This is an optimization exercise on Yosys and OpenROAD, whose aim is a short achievable clock period and few clock cycles, not a production implementation. For this run, only the layout was checked, not whether the RTL still works. Power figures rest on the tool's default switching activity, not on a simulated workload.

==> flow/design.v <==
module mips_cpu (
	input         clk,
	input         rst,
	output [31:0] imem_addr,
	input  [31:0] imem_data,
	output [31:0] dmem_addr,
	output [31:0] dmem_wdata,
	output        dmem_we,
	output        dmem_re,
	input  [31:0] dmem_rdata
);
	reg [31:0] pc;                  
	reg [31:0] ir, pcx, pc4x;       
	reg        vx, predx;           
	reg [31:0] m_res, m_wd;         
	reg        m_we, m_re, m_wen;   
	reg [4:0]  m_rd;                
	reg        btb_v;
	reg [31:0] btb_pc, btb_tgt;
	reg [31:0] rf [1:31];
	wire [5:0] op = ir[31:26];
	wire [5:0] fn = ir[5:0];
	wire [4:0] rs = ir[25:21];
	wire [4:0] rt = ir[20:16];
	wire [4:0] rd = ir[15:11];
	wire [31:0] se = {{16{ir[15]}}, ir[15:0]};
	wire is_r    = (op == 6'h00);
	wire is_jr   = is_r && (fn == 6'h08);
	wire is_ialu = (op[5:3] == 3'b001);
	wire is_lui  = (op == 6'h0F);
	wire is_ld   = (op == 6'h20) || (op == 6'h23);
	wire is_st   = (op == 6'h28) || (op == 6'h2B);
	wire is_b4   = (op[5:2] == 4'b0001);         
	wire is_bri  = (op == 6'h01);
	wire is_j    = (op == 6'h02);
	wire is_jal  = (op == 6'h03);
	wire [2:0] iop = op[2:0];
	wire r_add  = is_r && (fn == 6'h20 || fn == 6'h21 || fn == 6'h22 || fn == 6'h23);
	wire r_sub  = is_r && (fn == 6'h22 || fn == 6'h23 || fn == 6'h2A || fn == 6'h2B);
	wire sel_add  = r_add || (is_ialu && iop[2:1] == 2'b00) || is_ld || is_st;
	wire sel_slt  = (is_r && fn == 6'h2A) || (is_ialu && iop == 3'b010);
	wire sel_sltu = (is_r && fn == 6'h2B) || (is_ialu && iop == 3'b011);
	wire do_sub   = r_sub || (is_ialu && iop[2:1] == 2'b01);
	wire sel_and  = (is_r && fn == 6'h24) || (is_ialu && iop == 3'b100);
	wire sel_or   = (is_r && fn == 6'h25) || (is_ialu && iop == 3'b101);
	wire sel_xor  = (is_r && fn == 6'h26) || (is_ialu && iop == 3'b110);
	wire sel_sll  = is_r && (fn == 6'h00 || fn == 6'h04);
	wire sel_srl  = is_r && (fn == 6'h02 || fn == 6'h03 || fn == 6'h06);
	wire sel_b    = (is_r && fn == 6'h38) || is_lui;
	wire use_imm  = is_ialu || is_ld || is_st;
	wire use_rs = is_r || (is_ialu && !is_lui) || is_ld || is_st || is_b4 || is_bri;
	wire use_rt = is_r || (op == 6'h04) || (op == 6'h05) || is_bri;
	wire [4:0] dst = is_jal ? 5'd31 : (is_r ? rd : rt);
	wire wen = ((is_r && !is_jr) || is_ialu || is_ld || is_jal) && (dst != 5'd0);
	wire m_fwd = m_wen && !m_re;
	wire [31:0] rf_rs = (rs == 5'd0) ? 32'd0 : rf[rs];
	wire [31:0] rf_rt = (rt == 5'd0) ? 32'd0 : rf[rt];
	wire [31:0] a  = (m_fwd && m_rd == rs) ? m_res : rf_rs;
	wire [31:0] bv = (m_fwd && m_rd == rt) ? m_res : rf_rt;
	wire [31:0] b  = use_imm ? se : bv;
	wire ld_hit_rs = m_wen && m_re && (m_rd == rs);
	wire ld_hit_rt = m_wen && m_re && (m_rd == rt);
	wire stall = vx && ((use_rs && ld_hit_rs) || (use_rt && ld_hit_rt));
	wire [31:0] b_x = do_sub ? ~b : b;
	wire [32:0] sum = {1'b0, a} + {1'b0, b_x} + {32'd0, do_sub};
	wire lt_s = (a[31] != b[31]) ? a[31] : sum[31];
	wire lt_u = !sum[32];
	wire sh_big = |bv[31:5];
	wire [31:0] shl = a << bv[4:0];
	wire [31:0] shr = a >> bv[4:0];
	wire [31:0] jt = {pc4x[31:28], ir[25:0], 2'b00};
	wire [31:0] bt = pc4x + {se[29:0], 2'b00};
	wire [31:0] result =
		({32{sel_add}} & sum[31:0]) |
		({32{sel_and}} & (a & b)) |
		({32{sel_or}}  & (a | b)) |
		({32{sel_xor}} & (a ^ b)) |
		({32{sel_sll && !sh_big}} & shl) |
		({32{sel_srl && !sh_big}} & shr) |
		({32{sel_b}}   & b) |
		({32{is_jal}}  & jt) |
		{31'd0, (sel_slt && lt_s) || (sel_sltu && lt_u)};
	wire eq = (a == bv);
	wire nz = |a;
	reg cond;
	always @(*) begin
		case (op)
			6'h04: cond = eq;
			6'h05: cond = !eq;
			6'h07: cond = nz;
			6'h06: cond = !nz;
			6'h01:
				if (rt == 5'd0) cond = 1'b1;
				else if (rt == 5'd1) cond = 1'b0;
				else case (fn)
					6'h30: cond = eq;
					6'h31: cond = !eq;
					6'h32: cond = nz;
					6'h33: cond = !nz;
					6'h34: cond = 1'b1;
					default: cond = 1'b0;
				endcase
			default: cond = 1'b0;
		endcase
	end
	wire br_taken = (is_b4 || is_bri) && cond;
	wire taken = br_taken || is_j || is_jal || is_jr;
	wire [31:0] target = is_jr ? a : ((is_j || is_jal) ? jt : bt);
	wire redirect = vx && !stall && (taken != predx);
	wire [31:0] redirect_pc = taken ? target : pc4x;
	wire btb_hit = btb_v && (pc == btb_pc);
	wire [31:0] pc4 = pc + 32'd4;
	wire [31:0] st_data = (m_wen && m_re && m_rd == rt) ? dmem_rdata : bv;
	always @(posedge clk) begin
		if (rst) begin
			pc <= 32'd0;
			vx <= 1'b0;
			predx <= 1'b0;
			btb_v <= 1'b0;
			m_we <= 1'b0;
			m_re <= 1'b0;
			m_wen <= 1'b0;
		end else begin
			if (!stall) begin
				if (redirect) begin
					pc <= redirect_pc;
					vx <= 1'b0;
				end else begin
					pc <= btb_hit ? btb_tgt : pc4;
					ir <= imem_data;
					pcx <= pc;
					pc4x <= pc4;
					vx <= 1'b1;
					predx <= btb_hit;
				end
			end
			if (vx && !stall) begin
				m_res <= result;
				m_wd <= st_data;
				m_we <= is_st;
				m_re <= is_ld;
				m_wen <= wen;
				m_rd <= dst;
			end else begin
				m_we <= 1'b0;
				m_re <= 1'b0;
				m_wen <= 1'b0;
			end
			if (vx && !stall && br_taken && ir[15] && !predx) begin
				btb_v <= 1'b1;
				btb_pc <= pcx;
				btb_tgt <= bt;
			end
		end
	end
	always @(posedge clk) begin
		if (m_wen) rf[m_rd] <= m_re ? dmem_rdata : m_res;
	end
	assign imem_addr  = pc;
	assign dmem_addr  = m_res;
	assign dmem_wdata = m_wd;
	assign dmem_we    = m_we;
	assign dmem_re    = m_re;
endmodule
==> flow/run.sh <==
#!/bin/bash
# synth_recipe.tcl (not shown) runs the flow's synth.tcl, then flattens the netlist and writes it again
# the make line also repeats each setting of config.mk as NAME=value (left out here)
make -C /OpenROAD-flow-scripts/flow DESIGN_CONFIG=/design/flow/config.mk WORK_HOME=/design/flow/orfs CLKGATE_MAP_FILE= SYNTH_SCRIPT=/design/flow/synth_recipe.tcl finish
==> flow/config.mk <==
export PLATFORM = sky130hd
export DESIGN_NAME = mips_cpu
export DESIGN_NICKNAME = mips_cpu
export VERILOG_FILES = /design/flow/design.v
export SDC_FILE = /design/flow/constraint.sdc
export NUM_CORES = 4
export LEC_CHECK = 0
export CAP_MARGIN = 20
export CORE_MARGIN = 2
export CORE_UTILIZATION = 40
export SLEW_MARGIN = 20
==> flow/constraint.sdc <==
create_clock -name core_clock -period 12.0 [get_ports {clk}]
set_input_delay 2.4000 -clock core_clock [delete_from_list [all_inputs] [get_ports {clk}]]
set_output_delay 2.4000 -clock core_clock [all_outputs]
set_load 0.01 [all_outputs]
==> notes.md <==
==> registers in the layout, summed over array words and instances (netlist names), 32 cells and up, named ones only <==
signal / cells
pc: 32
m_wd: 32
ir: 32
pcx: 32
btb_tgt: 32
rf: 992
m_res: 32
==> critical path: cells and delay by family, from the launching register on <==
kind                   cells  cell delay (ns)
AND/OR/NAND/NOR            5             1.25
AO/OA/AOI/OAI              6             2.86
multiplexers               1             0.45
flip-flops                 1             0.77
XOR/XNOR                   2             0.39
buffers and inverters      4             2.16
==> layer usage <==
layer,wire length (um),vias up,global-route usage [%]
li1,-,20312,-
met1,98900,25655,38.8
met2,126000,3546,48.2
met3,30700,884,7.93
met4,21600,0,20.6
met5,0,-,0
==> cells in the final DEF (no fill, tap or decap), types with 47 or more instances in the layout <==
master | netlist | layout
clkbuf_16 | 0 | 140
ha_1 | 126 | 126
nor3_1 | 72 | 69
o21ai_0 | 166 | 166
a21oi_1 | 245 | 244
a211oi_1 | 109 | 107
clkdlybuf4s50_1 | 0 | 163
nor2_1 | 347 | 314
inv_1 | 118 | 117
o22ai_1 | 111 | 110
a22oi_1 | 59 | 58
nand3_1 | 78 | 78
xor2_1 | 65 | 65
a21o_1 | 50 | 50
edfxtp_1 | 1217 | 1217
nand2_1 | 337 | 337
mux2i_1 | 263 | 263
mux2_2 | 106 | 106
xnor2_1 | 114 | 114
o211ai_1 | 47 | 47
buf_4 | 37 | 169
mux4_2 | 420 | 420
==> metrics by stage <==
| step | total power, mW | utilization [%] |
|---|---|---|
| after floorplan | 6.86 | - |
| final | 12.2 | 45.3 |
| after detailed placement | 7.92 | 42.8 |
| after CTS | 12.1 | 45.3 |
| after global routing | 12.5 | 45.3 |
| after global placement | 7.92 | 42.7 |
==> area by class of cell <==
type                       count  area, um^2
multi-input combinational   3279       29400
sequential                  1265       37500
antenna                       10        25.0
fill                       15133       93600
timing repair buffer         341        3060
tap                         2233        2790
clock buffer                 180        3660
clock inverter                66         687
inverter                     122         459
==> final timing paths <==
| check | startpoint | end | slack, ns | depth (start not counted) |
|---|---|---|---|---|
| hold / removal | pcx[15] | btb_pc[15] | 0.41 | 0 |
| setup reg to reg | flip-flop | flip-flop | 3.75 | 18 |
| hold reg to reg | pcx[15] | btb_pc[15] | 0.41 | 0 |
| setup / recovery | flip-flop | flip-flop | 3.75 | 18 |
==> cell families after synthesis <==
family	count (synthesis)	share of synthesized area, %
xor gates and xnor gates	180	2.32
AOI/OAI and AO/OA	1078	10.7
buffers and inverters	460	3.20
DFF	1265	54.6
adders and majority gates	128	2.35
muxes	795	19.4
and+or+nand+nor	1098	7.42
==> power by group through the flow <==
stage          clock network (mW)  registers, mW  logic, mW
2_1_floorplan                   0           5.07       1.79
3_3_place_gp                    0           5.15       2.77
3_5_place_dp                    0           5.15       2.78
4_1_cts                      4.23           5.06       2.79
5_1_grt                      4.40           5.06       3.01
6_report                     4.20           5.06       2.89
==> flow_summary.ini <==
[run_status]
status = timing/DRC/antenna clean

[power]
irDropWorstVdd_mv = 0.164
p_sw_mw = 3.84
clkPwrFrac_pct = 34.6
p_int_mw = 8.31
powerDensity_mw_per_mm2 = 157
power_frac_comb_pct = 23.8
p_seq_share_pct = 41.7
switching_share_pct = 31.6
p_leak_nw = 26.5

[timing]
skew_ns = 0.0299
drv_slew = 0
period_share_pct = 68.7
rsz0062_at_grt = false
slew-limit-headroom_pct = 9.90
setup_slack_ns = 3.75
fin_crit_ns = 8.25
max_freq_mhz = 121
worstMarginPinSlew_ns = 1.35
hold_slack_ns = 0.415
hold_violations = 0
setup_viol = 0
tns_ns = 0

[clock_network]
numCtsBuffers = 138
cts_tree = built
post_cts_buffers = 0
clk_path_buf_depth = 3
clk_pin_slew_ns = 0.06
cts_resized = 0
hold_buffers = 0
worstSkewPairLatency_ns = 0.81
cts_root_buf = clkbuf_16
htree_num_levels = 4
cts.sinks = 1265

[finish]
nets = 5341
fin_area_mm2 = 0.0776
drive_above_1_share_pct = 19.2
area_growth_pct = 13.0
fin_cells = 7496

[synthesis]
synth_ff_type = edfxtp_1
synth_nets = 5198
synth_edf_count = 1217
synthCells = 5004
yosysUniqueCellTypes = 98
syn_area_per_cell_um2 = 13.7
synth_commonest_cells = edfxtp_1, mux4_2, nor2_1
seq_area_frac_synth_pct = 54.6
ys_warn_count = 1
synth_area_leaders = edfxtp_1, mux4_2, mux2i_1, ha_1, nor2_1
async_flop_share_pct = 0
yosys.area.top_type = edfxtp_1
yosysMostFrequentCell = edfxtp_1
netlist_area_mm2 = 0.0687
synth_top_cell_area_share_pct = 53.2
synth.ff_latch_count = 1265

[die]
dieArea_mm2 = 0.175
die_h_um = 418
ioPinCount = 164
die_width_um = 418
placementRows = 152
core_mm2 = 0.171
start_util_pct = 40.1

[critical_path]
crit_arrival_ns = 8.94
required_ns = 12.69
end_kind = flip-flop
max_stage_delay_ns = 1.09
slowest_stage = a2111oi_0
cpMostUsedCell = buf_4
critPathLaunchType = flip-flop
path_cells = buf_4 -> nor2b_1 -> buf_4 -> a22oi_1 -> a21oi_1 -> a2111oi_0 -> a22o_1 -> xnor2_1 -> nand4_1 -> or4_4 -> o31ai_1 -> nand4b_1 -> nor2_4 -> buf_4 -> xnor2_4 -> a21oi_4 -> buf_4 -> mux2_2
cp_max_fo = 73
critPathKind = reg -> reg

[detailed_routing]
drc = 0
ant_nets = 0
viasPerCell = 6.72
wl_per_cell_um = 37.0
first_pass_iters = 8
vias = 50397
routed_wl_mm = 277
drt-initial-drc-count = 7546

[placement]
dp_cells = 7238
placed_area_mm2 = 0.0732
hpwl_mm = 181
dp_worst_setup_slack_ns = 4.20
io_buffers = 163
gp_congestion = 1.00

[global_route]
grt_max_degree = 104
grt_antenna_before_repair = 10
grt_pass1_wl_mm = 381
grt_usage_pct = 31.2
gr-total-overflow = 0
grt_pass1_vias = 48174

[hold_path]
hp-class = reg -> reg

[run]
drv_cap = 0

==> re-timing with driven ports <==
No port has a modelled driver above. Below, the same layout with a new extraction and two added sets of constraints.
Step 1, drivers: a clkbuf_16 drives clk and a buf_2 each remaining input, both assumed.
Step 2 times the ports against the registers' clock, not the clock port: input delays grow and output delays shrink by t, the midpoint of the rising clock arrivals with the driver on.
Three values: no drivers, after step 1, after step 2; two values: the first two.
t, ns: 0.879
setup slack, ns: 3.751 / 3.751 / 3.751
worst setup path at the end: register to register
After both steps setup and hold are still met in this run. For this run, drivers alone change the setup slack by 0.000 ns; drivers and shift together by 0.000 ns.
